Background: an optimization exercise with open tools, aiming at small area, a short achievable clock period and few clock cycles per item. Do not read the settings as production practice.
In this exercise RTL edits were held to simulation tests only and were not proved equivalent to the original.
Power and IR drop assume default switching activity.

==> design.v <==
module abs #(
  parameter WIDTH=8
  ) (
  input clk,
  input [WIDTH-1:0] i,
  output reg [WIDTH-1:0] o,
  output reg s
);
always@(posedge clk)
begin
  s <= i[WIDTH-1];
  o <= i[WIDTH-1] ? -i : i;
end
endmodule
module sign #(
  parameter WIDTH=8
  ) (
  input clk,
  input [WIDTH-1:0] i,
  input s,
  output reg [WIDTH-1:0] o
);
always@(posedge clk)
begin
  o <= s ? -i : i;
end
endmodule
module div_multistep #(
  parameter DIVISOR_WIDTH=8,
  parameter OUTPUT_WIDTH=8,
  parameter LOGSTEPS=2
  ) (
  input clk,
  input [LOGSTEPS-1:0] state,
  input [DIVISOR_WIDTH-1:0] divisor_in,
  input [DIVISOR_WIDTH:0] acc_in,
  input [OUTPUT_WIDTH-1:0] quot_in,
  input sign_in,
  output reg [DIVISOR_WIDTH-1:0] divisor_out,
  output [DIVISOR_WIDTH:0] acc_out,
  output [OUTPUT_WIDTH-1:0] quot_out,
  output reg sign_out
);
localparam STEPS = 1<<(LOGSTEPS);
reg [DIVISOR_WIDTH:0] acc_buf;
reg [OUTPUT_WIDTH-1:0] quot_buf;
wire [DIVISOR_WIDTH:0] acc = (state==0) ? acc_in : acc_buf;
wire [DIVISOR_WIDTH+1:0] acc_sub = acc - divisor_out;
wire acc_bigger = ~acc_sub[DIVISOR_WIDTH+1];
wire [DIVISOR_WIDTH:0] acc_temp = acc_bigger ? acc_sub : acc;
wire [OUTPUT_WIDTH-1:0] quot = (state==0) ? quot_in : quot_buf;
assign acc_out = acc_buf;
assign quot_out = quot_buf;
always@(posedge clk)
begin
  {acc_buf, quot_buf} <= {acc_temp, quot, acc_bigger};
end
always@(posedge clk)
begin
  if(state==STEPS-1)
  begin
    divisor_out <= divisor_in;
    sign_out <= sign_in;
  end
end
endmodule
module div_multi #(
  parameter DIVIDEND_WIDTH=21,
  parameter DIVISOR_WIDTH=12,
  parameter OUTPUT_WIDTH=22,
  parameter OUTPUT_FRAC=6,
  parameter LOGSTEPS=2
  ) (
  input clk,
  input rst,
  input [DIVIDEND_WIDTH-1:0] dividend,  
  input [DIVISOR_WIDTH-1:0] divisor,  
  output [OUTPUT_WIDTH-1:0] quotient,
  output pull,
  output push
);
localparam ITERATIONS = (OUTPUT_WIDTH+OUTPUT_FRAC)>>LOGSTEPS;
localparam INIT_PADDING = DIVISOR_WIDTH + OUTPUT_WIDTH - DIVIDEND_WIDTH;
localparam STEPS = 1<<(LOGSTEPS);
wire [DIVISOR_WIDTH-1:0] divisor_i [0:ITERATIONS];
wire [DIVISOR_WIDTH:0] accumulator [0:ITERATIONS];
wire [OUTPUT_WIDTH-1:0] quotient_i [0:ITERATIONS];
wire sign_i [0:ITERATIONS];
reg [LOGSTEPS-1:0] state;
always@(posedge clk)
begin
  if(rst)
    state <= 0;
  else
    state <= state + 1;
end
assign pull = state == STEPS - 3;
assign push = state == 1;
wire dividend_sign;
wire divisor_sign;
wire [DIVIDEND_WIDTH-1:0] dividend_abs;
abs #(.WIDTH(DIVIDEND_WIDTH)) abs_dividend (
  .clk(clk),
  .i(dividend),
  .o(dividend_abs),
  .s(dividend_sign)
);
abs #(.WIDTH(DIVISOR_WIDTH)) abs_divisor (
  .clk(clk),
  .i(divisor),
  .o(divisor_i[0]),
  .s(divisor_sign)
);
assign sign_i[0] = dividend_sign ^ divisor_sign;
assign {accumulator[0], quotient_i[0]} = { {INIT_PADDING{1'b0}}, dividend_abs, 1'b0};
genvar i;
generate
  for (i=0; i<ITERATIONS; i=i+1) begin
    div_multistep #(.DIVISOR_WIDTH(DIVISOR_WIDTH), .OUTPUT_WIDTH(OUTPUT_WIDTH), .LOGSTEPS(LOGSTEPS))
    step (
      .clk(clk),
      .state(state),
      .divisor_in(divisor_i[i]),
      .acc_in(accumulator[i]),
      .quot_in(quotient_i[i]),
      .sign_in(sign_i[i]),
      .divisor_out(divisor_i[i+1]),
      .acc_out(accumulator[i+1]),
      .quot_out(quotient_i[i+1]),
      .sign_out(sign_i[i+1])
    );
  end
endgenerate
reg quotient_sign;
always@(posedge clk) quotient_sign <= sign_i[ITERATIONS];
sign #(.WIDTH(OUTPUT_WIDTH)) sign_quotient (
  .clk(clk),
  .i(quotient_i[ITERATIONS]),
  .s(quotient_sign),
  .o(quotient)
);
endmodule
module precalc(
  input clk,
  input rst,
  input [121:0] vertices_data,
  input vertices_empty,
  output vertices_pull,
  output reg [216:0] triangle_data,
  input triangle_full,
  output reg triangle_push
);
localparam DSEL_Q =4'h0,
           DSEL_MZ=4'h1,
           DSEL_MR=4'h2,
           DSEL_MG=4'h3,
           DSEL_MB=4'h4,
           DSEL_M1=4'h5,
           DSEL_M2=4'h6,
           DSEL_M3=4'h7,
           DSEL_NZ=4'h8,
           DSEL_NR=4'h9,
           DSEL_NG=4'hA,
           DSEL_NB=4'hB;
localparam MSEL_QX=3'h0,
           MSEL_QZ=3'h1,
           MSEL_QR=3'h2,
           MSEL_QG=3'h3,
           MSEL_QB=3'h4;
wire [7:0] vertex_command = vertices_data[121:114];
wire [37:0] vertex_a = vertices_data[113:76];  
wire [37:0] vertex_b = vertices_data[75:38];  
wire [37:0] vertex_c = vertices_data[37:0];  
reg [7:0] command [0:1];
reg signed [16:0] dividend;  
reg signed [12:0] divisor;   
wire signed [17:0] quotient; 
reg signed [10:0] mult;  
wire signed [18:0] product;      
reg  [5:0] x1[0:1], x2[0:1], x3[0:1];  
reg  [5:0] y1[0:1], y2[0:1], y3[0:1];  
reg  [9:0] z1[0:1], z2[0:1], z3[0:1];  
reg  [4:0] r1[0:1], r2[0:1], r3[0:1];  
reg  [5:0] g1[0:1], g2[0:1], g3[0:1];  
reg  [4:0] b1[0:1], b2[0:1], b3[0:1];  
reg signed  [6:0] Q;      reg load_Q;       
reg signed [16:0] mz;     reg load_mz;      
reg signed [11:0] mr;     reg load_mr;      
reg signed [12:0] mg;     reg load_mg;      
reg signed [11:0] mb;     reg load_mb;      
reg signed [12:0] m1;     reg load_m1;      
reg signed [12:0] m2;     reg load_m2;      
reg signed [12:0] m3;     reg load_m3;      
reg signed [16:0] nz;     reg load_nz;      
reg signed [11:0] nr;     reg load_nr;      
reg signed [12:0] ng;     reg load_ng;      
reg signed [11:0] nb;     reg load_nb;      
reg signed [12:0] QMultX; reg load_QMultX;  
reg signed [16:0] QMultZ; reg load_QMultZ;  
reg signed [11:0] QMultR; reg load_QMultR;  
reg signed [12:0] QMultG; reg load_QMultG;  
reg signed [11:0] QMultB; reg load_QMultB;  
reg [3:0] div_sel;
reg [2:0] mult_sel;
wire div_next;
reg [5:0] state;
reg pop;
reg push;
reg empty[0:1];
wire [5:0] ya = vertex_a[31:26];
wire [5:0] yb = vertex_b[31:26];
wire [5:0] yc = vertex_c[31:26];
wire [2:0] sort_sel = {ya<=yb,ya<=yc,yb<=yc};
assign vertices_pull = pop & ~triangle_full;
always@(posedge clk)
begin
  if(rst)
  begin
    empty[0]<=1; empty[1]<=1;
  end
  else if(pop)
  begin
    empty[0]<=vertices_empty | triangle_full;
    empty[1]<=empty[0];
    case(sort_sel)
      'b111: begin  
        {x1[0],y1[0],z1[0],r1[0],g1[0],b1[0]} <= vertex_a;
        {x2[0],y2[0],z2[0],r2[0],g2[0],b2[0]} <= vertex_b;
        {x3[0],y3[0],z3[0],r3[0],g3[0],b3[0]} <= vertex_c;
      end
      'b110: begin  
        {x1[0],y1[0],z1[0],r1[0],g1[0],b1[0]} <= vertex_a;
        {x2[0],y2[0],z2[0],r2[0],g2[0],b2[0]} <= vertex_c;
        {x3[0],y3[0],z3[0],r3[0],g3[0],b3[0]} <= vertex_b;
      end
      'b011: begin  
        {x1[0],y1[0],z1[0],r1[0],g1[0],b1[0]} <= vertex_b;
        {x2[0],y2[0],z2[0],r2[0],g2[0],b2[0]} <= vertex_a;
        {x3[0],y3[0],z3[0],r3[0],g3[0],b3[0]} <= vertex_c;
      end
      'b100: begin  
        {x1[0],y1[0],z1[0],r1[0],g1[0],b1[0]} <= vertex_c;
        {x2[0],y2[0],z2[0],r2[0],g2[0],b2[0]} <= vertex_a;
        {x3[0],y3[0],z3[0],r3[0],g3[0],b3[0]} <= vertex_b;
      end
      'b001: begin  
        {x1[0],y1[0],z1[0],r1[0],g1[0],b1[0]} <= vertex_b;
        {x2[0],y2[0],z2[0],r2[0],g2[0],b2[0]} <= vertex_c;
        {x3[0],y3[0],z3[0],r3[0],g3[0],b3[0]} <= vertex_a;
      end
      'b000: begin  
        {x1[0],y1[0],z1[0],r1[0],g1[0],b1[0]} <= vertex_c;
        {x2[0],y2[0],z2[0],r2[0],g2[0],b2[0]} <= vertex_b;
        {x3[0],y3[0],z3[0],r3[0],g3[0],b3[0]} <= vertex_a;
      end
    endcase
    x1[1]<=x1[0];
    x2[1]<=x2[0];
    x3[1]<=x3[0];
    y1[1]<=y1[0];
    y2[1]<=y2[0];
    y3[1]<=y3[0];
    z1[1]<=z1[0];
    z2[1]<=z2[0];
    z3[1]<=z3[0];
    r1[1]<=r1[0];
    r2[1]<=r2[0];
    r3[1]<=r3[0];
    g1[1]<=g1[0];
    g2[1]<=g2[0];
    g3[1]<=g3[0];
    b1[1]<=b1[0];
    b2[1]<=b2[0];
    b3[1]<=b3[0];
    command[0]<=vertex_command;
    command[1]<=command[0];
  end
end
always@(posedge clk)
begin
  triangle_data <= { 
    command[1],
    x1[1],x2[1],x3[1],  
    y1[1],y2[1],y3[1],  
    m1,m2,m3,  
    z1[1],mz,nz,  
    r1[1],mr,nr,  
    g1[1],mg,ng,  
    b1[1],mb,nb   
  };
  triangle_push <= push & !empty[1];
end
always@*
begin
  pop = 0;
  div_sel = 0;
  load_Q = 0;
  load_mz = 0;
  load_mr = 0;
  load_mg = 0;
  load_mb = 0;
  load_m1 = 0;
  load_m2 = 0;
  load_m3 = 0;
  load_nz = 0;
  load_nr = 0;
  load_ng = 0;
  load_nb = 0;
  mult_sel = 0;
  load_QMultX = 0;
  load_QMultZ = 0;
  load_QMultR = 0;
  load_QMultG = 0;
  load_QMultB = 0;
  push = 0;
  case(state)
    'h00:
    begin
      div_sel = DSEL_Q;
    end
    'h01:
    begin
      div_sel = DSEL_Q;
      load_nz = 1;
    end
    'h02:
    begin
      div_sel = DSEL_Q;
    end
    'h03:
    begin
      div_sel = DSEL_Q;
    end
    'h04:
    begin
      div_sel = DSEL_MZ;
    end
    'h05:
    begin
      div_sel = DSEL_MZ;
      load_nr = 1;
    end
    'h06:
    begin
      div_sel = DSEL_MZ;
    end
    'h07:
    begin
      div_sel = DSEL_MZ;
    end
    'h08:
    begin
      div_sel = DSEL_MR;
    end
    'h09:
    begin
      div_sel = DSEL_MR;
      load_ng = 1;
    end
    'h0A:
    begin
      div_sel = DSEL_MR;
    end
    'h0B:
    begin
      div_sel = DSEL_MR;
    end
    'h0C:
    begin
      div_sel = DSEL_MG;
    end
    'h0D:
    begin
      div_sel = DSEL_MG;
      load_nb = 1;
    end
    'h0E:
    begin
      div_sel = DSEL_MG;
    end
    'h0F:
    begin
      div_sel = DSEL_MG;
    end
    'h10:
    begin
      div_sel = DSEL_MB;
    end
    'h11:
    begin
      div_sel = DSEL_MB;
    end
    'h12:
    begin
      div_sel = DSEL_MB;
    end
    'h13:
    begin
      div_sel = DSEL_MB;
    end
    'h14:
    begin
      div_sel = DSEL_M1;
    end
    'h15:
    begin
      div_sel = DSEL_M1;
    end
    'h16:
    begin
      div_sel = DSEL_M1;
    end
    'h17:
    begin
      div_sel = DSEL_M1;
    end
    'h18:
    begin
      div_sel = DSEL_M2;
    end
    'h19:
    begin
      div_sel = DSEL_M2;
    end
    'h1A:
    begin
      div_sel = DSEL_M2;
    end
    'h1B:
    begin
      div_sel = DSEL_M2;
    end
    'h1C:
    begin
      div_sel = DSEL_M3;
    end
    'h1D:
    begin
      div_sel = DSEL_M3;
      load_Q = 1;
    end
    'h1E:
    begin
      div_sel = DSEL_M3;
      push = 1;
    end
    'h1F:
    begin
      mult_sel = MSEL_QX;
      div_sel = DSEL_M3;
    end
    'h20:
    begin
      mult_sel = MSEL_QZ;
    end
    'h21:
    begin
      load_mz = 1;
      mult_sel = MSEL_QR;
      load_QMultX = 1;
    end
    'h22:
    begin
      mult_sel = MSEL_QG;
      load_QMultZ = 1;
    end
    'h23:
    begin
      mult_sel = MSEL_QB;
      load_QMultR = 1;
    end
    'h24:
    begin
      div_sel = DSEL_NZ;
      load_QMultG = 1;
    end
    'h25:
    begin
      div_sel = DSEL_NZ;
      load_mr = 1;
      load_QMultB = 1;
    end
    'h26:
    begin
      div_sel = DSEL_NZ;
    end
    'h27:
    begin
      div_sel = DSEL_NZ;
    end
    'h28:
    begin
      div_sel = DSEL_NR;
    end
    'h29:
    begin
      div_sel = DSEL_NR;
      load_mg = 1;
    end
    'h2A:
    begin
      div_sel = DSEL_NR;
    end
    'h2B:
    begin
      div_sel = DSEL_NR;
    end
    'h2C:
    begin
      div_sel = DSEL_NG;
    end
    'h2D:
    begin
      div_sel = DSEL_NG;
      load_mb = 1;
    end
    'h2E:
    begin
      div_sel = DSEL_NG;
    end
    'h2F:
    begin
      div_sel = DSEL_NG;
    end
    'h30:
    begin
      div_sel = DSEL_NB;
    end
    'h31:
    begin
      div_sel = DSEL_NB;
      load_m1 = 1;
    end
    'h32:
    begin
      div_sel = DSEL_NB;
    end
    'h33:
    begin
      div_sel = DSEL_NB;
    end
    'h34:
    begin
      mult_sel = MSEL_QX;
    end
    'h35:
    begin
      load_m2 = 1;
    end
    'h39:
    begin
      load_m3 = 1;
    end
    'h3F:
    begin
      pop = 1;
    end
  endcase
end
always@(posedge clk)
begin
  if(rst)
    state <= 0;
  else
    state <= state + 1;
end
reg signed [6:0] y3y1;
reg signed [6:0] y2y1;
reg signed [6:0] y3y2;
reg signed [6:0] x3x1;
reg signed [6:0] x2x1;
reg signed [6:0] x3x2;
reg signed [10:0] z3z1;
reg signed [5:0] r3r1;
reg signed [6:0] g3g1;
reg signed [5:0] b3b1;
reg signed [12:0] x2Qxx1;
reg signed [16:0] z2Qzz1;
reg signed [11:0] r2Qrr1;
reg signed [12:0] g2Qgg1;
reg signed [11:0] b2Qbb1;
always@*
begin
  y3y1   = (y3[0]-y1[0]);
  y2y1   = (y2[0]-y1[0]);
  y3y2   = (y3[0]-y2[0]);
  x3x1   = (x3[0]-x1[0]);
  x2x1   = (x2[0]-x1[0]);
  x3x2   = (x3[0]-x2[0]);
  z3z1   = (z3[0]-z1[0]);
  r3r1   = (r3[0]-r1[0]);
  g3g1   = (g3[0]-g1[0]);
  b3b1   = (b3[0]-b1[0]);
  x2Qxx1 = (-QMultX-{x1[0],6'h00})+{x2[0],6'h00};
  z2Qzz1 = (-QMultZ-{z1[0],6'h00})+{z2[0],6'h00};
  r2Qrr1 = (-QMultR-{r1[0],6'h00})+{r2[0],6'h00};
  g2Qgg1 = (-QMultG-{g1[0],6'h00})+{g2[0],6'h00};
  b2Qbb1 = (-QMultB-{b1[0],6'h00})+{b2[0],6'h00};
end
always@(posedge clk)
begin
  case(div_sel)
    DSEL_Q : dividend <= y2y1;
    DSEL_MZ: dividend <= z3z1;
    DSEL_MR: dividend <= r3r1;
    DSEL_MG: dividend <= g3g1;
    DSEL_MB: dividend <= b3b1;
    DSEL_M1: dividend <= x3x1;
    DSEL_M2: dividend <= x2x1;
    DSEL_M3: dividend <= x3x2;
    DSEL_NZ: dividend <= z2Qzz1;
    DSEL_NR: dividend <= r2Qrr1;
    DSEL_NG: dividend <= g2Qgg1;
    DSEL_NB: dividend <= b2Qbb1;
    default: dividend <= 0;
  endcase
end
always@(posedge clk)
begin
  case(div_sel)
    DSEL_Q : divisor <= y3y1;
    DSEL_MZ: divisor <= y3y1;
    DSEL_MR: divisor <= y3y1;
    DSEL_MG: divisor <= y3y1;
    DSEL_MB: divisor <= y3y1;
    DSEL_M1: divisor <= y3y1;
    DSEL_M2: divisor <= y2y1;
    DSEL_M3: divisor <= y3y2;
    DSEL_NZ: divisor <= x2Qxx1;
    DSEL_NR: divisor <= x2Qxx1;
    DSEL_NG: divisor <= x2Qxx1;
    DSEL_NB: divisor <= x2Qxx1;
    default: divisor <= 0;
  endcase
end
always@(posedge clk)
begin
  if(load_Q)
  begin
    Q<=quotient[6:0];
  end
  if(load_mz)
  begin
    mz<=quotient[16:0];
  end
  if(load_mr)
  begin
    mr<=quotient[11:0];
  end
  if(load_mg)
  begin
    mg<=quotient[12:0];
  end
  if(load_mb)
  begin
    mb<=quotient[11:0];
  end
  if(load_m1)
  begin
    m1<=quotient[12:0];
  end
  if(load_m2)
  begin
    m2<=quotient[12:0];
  end
  if(load_m3)
  begin
    m3<=quotient[12:0];
  end
  if(load_nz)
  begin
    nz<=quotient[16:0];
  end
  if(load_nr)
  begin
    nr<=quotient[11:0];
  end
  if(load_ng)
  begin
    ng<=quotient[12:0];
  end
  if(load_nb)
  begin
    nb<=quotient[11:0];
  end
end
always@(posedge clk) 
begin
  case(mult_sel)
    MSEL_QX: mult <= x3x1;
    MSEL_QZ: mult <= z3z1;
    MSEL_QR: mult <= r3r1;
    MSEL_QG: mult <= g3g1;
    MSEL_QB: mult <= b3b1;
    default: mult <= 0;
  endcase
end
always@(posedge clk)
begin
  if(load_QMultX)
  begin
    QMultX<=product[12:0];
  end
  if(load_QMultZ)
  begin
    QMultZ<=product[16:0];
  end
  if(load_QMultR)
  begin
    QMultR<=product[11:0];
  end
  if(load_QMultG)
  begin
    QMultG<=product[12:0];
  end
  if(load_QMultB)
  begin
    QMultB<=product[11:0];
  end
end
div_multi #(
  .DIVIDEND_WIDTH(17),
  .DIVISOR_WIDTH(13),
  .OUTPUT_WIDTH(18),
  .OUTPUT_FRAC(6),
  .LOGSTEPS(2)
) precalcdiv (
  .clk(clk),
  .rst(rst),
  .dividend(dividend),
  .divisor(divisor),
  .quotient(quotient),
  .pull(div_next)
);
reg signed [18:0] product_r;
always@(posedge clk)
  product_r <= $signed({1'h0,Q}) * mult;
assign product = product_r;
endmodule
==> run.sh <==
#!/bin/bash
# synth_recipe.tcl (not shown) runs the flow's synth.tcl, then flattens the netlist and writes it again
# the make line also repeats each setting of config.mk as NAME=value (left out here)
make -C /OpenROAD-flow-scripts/flow DESIGN_CONFIG=/design/flow/config.mk WORK_HOME=/design/flow/orfs CLKGATE_MAP_FILE= SYNTH_SCRIPT=/design/flow/synth_recipe.tcl finish
==> config.mk <==
export PLATFORM = sky130hd
export DESIGN_NAME = precalc
export DESIGN_NICKNAME = precalc
export VERILOG_FILES = /design/flow/design.v
export SDC_FILE = /design/flow/constraint.sdc
export NUM_CORES = 4
export LEC_CHECK = 0
export CAP_MARGIN = 20
export CORE_MARGIN = 2
export CORE_UTILIZATION = 40
export SLEW_MARGIN = 20
==> constraint.sdc <==
create_clock -name core_clock -period 5.5 [get_ports {clk}]
set_input_delay 1.1000 -clock core_clock [delete_from_list [all_inputs] [get_ports {clk}]]
set_output_delay 1.1000 -clock core_clock [all_outputs]
set_load 0.01 [all_outputs]
==> notes.md <==
antenna cells=0; cts bufs inserted=110; clk buf depth=3; Cell variety after synth=83; Buf+Inv Stages, Crit Path=2; RSZ-0062 raised after global routing=no; die width=343 um; # rows=124; Pwr per Cell Area=368 nW/um2; Antenna Nets Post-Route=0; Static Leak=0.0228 uW; all-layer global routing usage=0.188; Slew HR=0.296; Syn-to-layout area delta=20.2%; CTS Sinks=1048; Synth top area share=0.325; share of async-settable or async-resettable flops after synthesis=0; minimum clock period=4.49 ns; total grt overflow=0; first-pass GRT wire length=171 mm; largest net degree at the start of global routing=79; Worst R2R Setup Slack=1.01 ns; CP max stage delay=0.53 ns; Die ar.=118000 um2; RePlAce Congestion=0.913; Setup-failing EPs final=0; Slew Limit Fails=0; critical-path cell list=and2_1, fa_1, fa_1, inv_1, fa_1, fa_1, inv_1, ha_1, o21a_1, o21ai_1, nand2b_1, a31o_1, a41o_1, o41ai_1, xnor2_1; drt total wl=112 mm; final net count=4647; startpoint types=flop; Core Region=114000 um2; crit path max fanout=11; IO Count=345; maxcap violations=0; Starting Density=0.403; Setup Fix Bufs, Post-CTS=0; synthesized net count=4247; Resized cells post-CTS=0; HP Class=flop to flop; mapped cell area=46000 um2; Max VDD drop=0.000344 V; Seq/Total Area, Yosys=0.564; Pre-antenna DRT Iters=5; period utilization=0.816; vias in the first global route=28800; htree depth=3; Final HPWL DP=83.6 mm; clock slew at reported path FFs=0.07 ns; yosys warns=26; Mean Syn Cell Area=12.3 um2; CTS Root Cell=clkbuf_16; top post-synthesis cells by area=edfxtp_1 32%, dfxtp_1 24%, ha_1 7.2%; fmax=223 MHz; Synth Instances=3751; Setup Skew=0.0827 ns; # hold bufs at CTS=0; Main synth FF type=dfxtp_1; Worst-Skew Late Latency=0.74 ns; die height=343 um; cell family with the largest share of critical-path delay=adder cells; Yosys reg bits=1048; crit end category=flop; arrival time worst endpoint=5.12 ns; critical path class=flop to flop; worst endpoint required time=6.13 ns; Sum Neg Setup Slack=0 ns; Final Hold Fails=0; Worst Tran Pin Value=1.06 ns; PortBufs=344; number of synthesized flops with an enable pin=497; Critical Path Most Common Cell=fa_1; outcome=timing/DRC/antenna clean; slowest stage cell, crit path=edfxtp_1; fin util=0.484; Routed WL per cell=19.4 um; DRC violations left=0; antenna violations before repair=4; TritonCTS clock tree=done; via count=28700; Starting DRT DRC Count=1731; largest area contributor in the netlist=edfxtp_1; share of cells above drive strength 1=0.114; Vias/cell=4.99
layout by cell type, fill, tap and decap left out, drive strengths merged, types with 18 or more instances in the layout:
| master | Yosys | layout |
|---|---|---|
| ha | 266 | 266 |
| dfxtp | 551 | 551 |
| nand3 | 39 | 39 |
| nor2b | 58 | 58 |
| clkdlybuf4s50 | 0 | 344 |
| mux2i | 28 | 28 |
| edfxtp | 497 | 497 |
| xnor2 | 155 | 155 |
| o21a | 24 | 24 |
| clkbuf | 40 | 156 |
| xor2 | 43 | 43 |
| nand2 | 342 | 342 |
| nor2 | 152 | 152 |
| buf | 47 | 31 |
| a21oi | 95 | 95 |
| nand2b | 20 | 20 |
| inv | 366 | 378 |
| and2 | 60 | 60 |
| a21o | 54 | 54 |
| o41ai | 21 | 21 |
| nor3 | 82 | 82 |
| or3 | 19 | 19 |
| mux2 | 219 | 219 |
| o21ai | 111 | 111 |
| fa | 104 | 104 |
| a211oi | 41 | 41 |
| a22oi | 117 | 117 |
| a211o | 18 | 18 |
| clkinv | 1 | 29 |
power breakdown:
part,leakage (uW),switching [uW],internal [uW]
Combinational,0.0118,1490,1630
Sequential,0.00911,516,8960
Clock,0.00190,3230,4530
synthesized netlist by cell type (40+ instances only):
master and instances:
fa_1 104, o21ai_0 75, inv_1 365, xor2_1 43, xnor2_1 155, a21oi_1 94, a21o_1 54, nor2b_1 58
dfxtp_1 551, a22oi_1 117, ha_1 266, nor3_1 82, mux2_2 179, clkbuf_1 40, nor2_1 150, nand2_1 342
edfxtp_1 497, and2_1 59
worst paths after layout:
check,cells past startpoint,end,startpoint
setup / recovery,15,product[15],Q[2]
hold / removal,0,triangle_data[2],nb[2]
setup reg to reg,15,product[15],Q[2]
hold reg to reg,0,triangle_data[2],nb[2]
through the flow:
step           power (uW)  hold slack, ns  worst slack, ns  instances  area [um2]
2_1_floorplan       11900           0.323            0.816       3751       46000
3_3_place_gp        12700           0.324            0.953       5550       51300
3_5_place_dp        12800           0.327            0.891       5550       51300
4_1_cts             20600           0.301            0.988       5760       55200
5_1_grt             21300           0.317            0.802       5761       55300
6_report            20400           0.292             1.01       5761       55300
flip-flops by register name, summed over array words and instances (netlist names), 13 cells and up:
register                             cells
nz                                      17
command                                 16
ng                                      13
triangle_data                          217
QMultG                                  13
precalcdiv.abs_divisor.o                13
product                                 17
precalcdiv.genblk1.step.quot_buf       108
precalcdiv.sign_quotient.o              17
mg                                      13
m2                                      13
QMultZ                                  17
m3                                      13
precalcdiv.genblk1.step.divisor_out     78
mz                                      17
precalcdiv.abs_dividend.o               17
precalcdiv.genblk1.step.acc_buf         84
QMultX                                  13
m1                                      13
divisor                                 13
dividend                                17
z1                                      20
final cells by class:
type	instances	area, um2
Fill cell	10200	58900
Sequential cell	1048	26000
Multi-Input combinational cell	2249	18400
Timing Repair Buffer	375	3750
Clock buffer	156	3220
Tap cell	1512	1890
Inverter	367	1380
Clock inverter	54	698
cell families after synthesis:
group,Yosys count,synth area share
AND/OR/NAND/NOR,824,0.0832
AO/OA/AOI/OAI,608,0.0946
multiplexers,249,0.0636
buffers and inverters,454,0.0389
XOR/XNOR,198,0.0377
flip-flops,1048,0.564
adder cells (fa/ha/maj),370,0.118
routing by layer:
metal,vias to the layer above,global-route usage,wire length (um)
met5,-,0,0
met4,0,0.0629,3360
met3,178,0.0287,5650
met2,746,0.318,53800
met1,13800,0.246,48900
li1,14000,-,-
Testbench counts, summed over its fixed seeds: cycles 33,536, items 512.

[what the ideal ports hide]
In the flow no input, the clock included, has a driving cell. The finished layout below was timed again as built, in two steps.
Step 1 sets driving cells, clkbuf_16 on the clock port and buf_2 on the other inputs (assumed; they add their load-dependent delay and slew).
Step 2 moves the port delays by t, midway between the first and last clock arrival at a register: inputs arrive t later, outputs are due t later. That takes back most of the time a late clock gives input paths.
a / b / c = ideal ports / drivers / drivers and shift; a / b = the first two.
t (ns): 0.776
slack for setup (ns): 1.010 / 1.010 / 0.827
worst setup path after step 2: input to register
worst slew at a driven data input, ns: 0.07
pins driven straight from the clock port: 1
After both steps setup and hold are still met in this run. For this run, drivers alone change the setup slack by 0.000 ns; drivers and shift together by -0.183 ns.
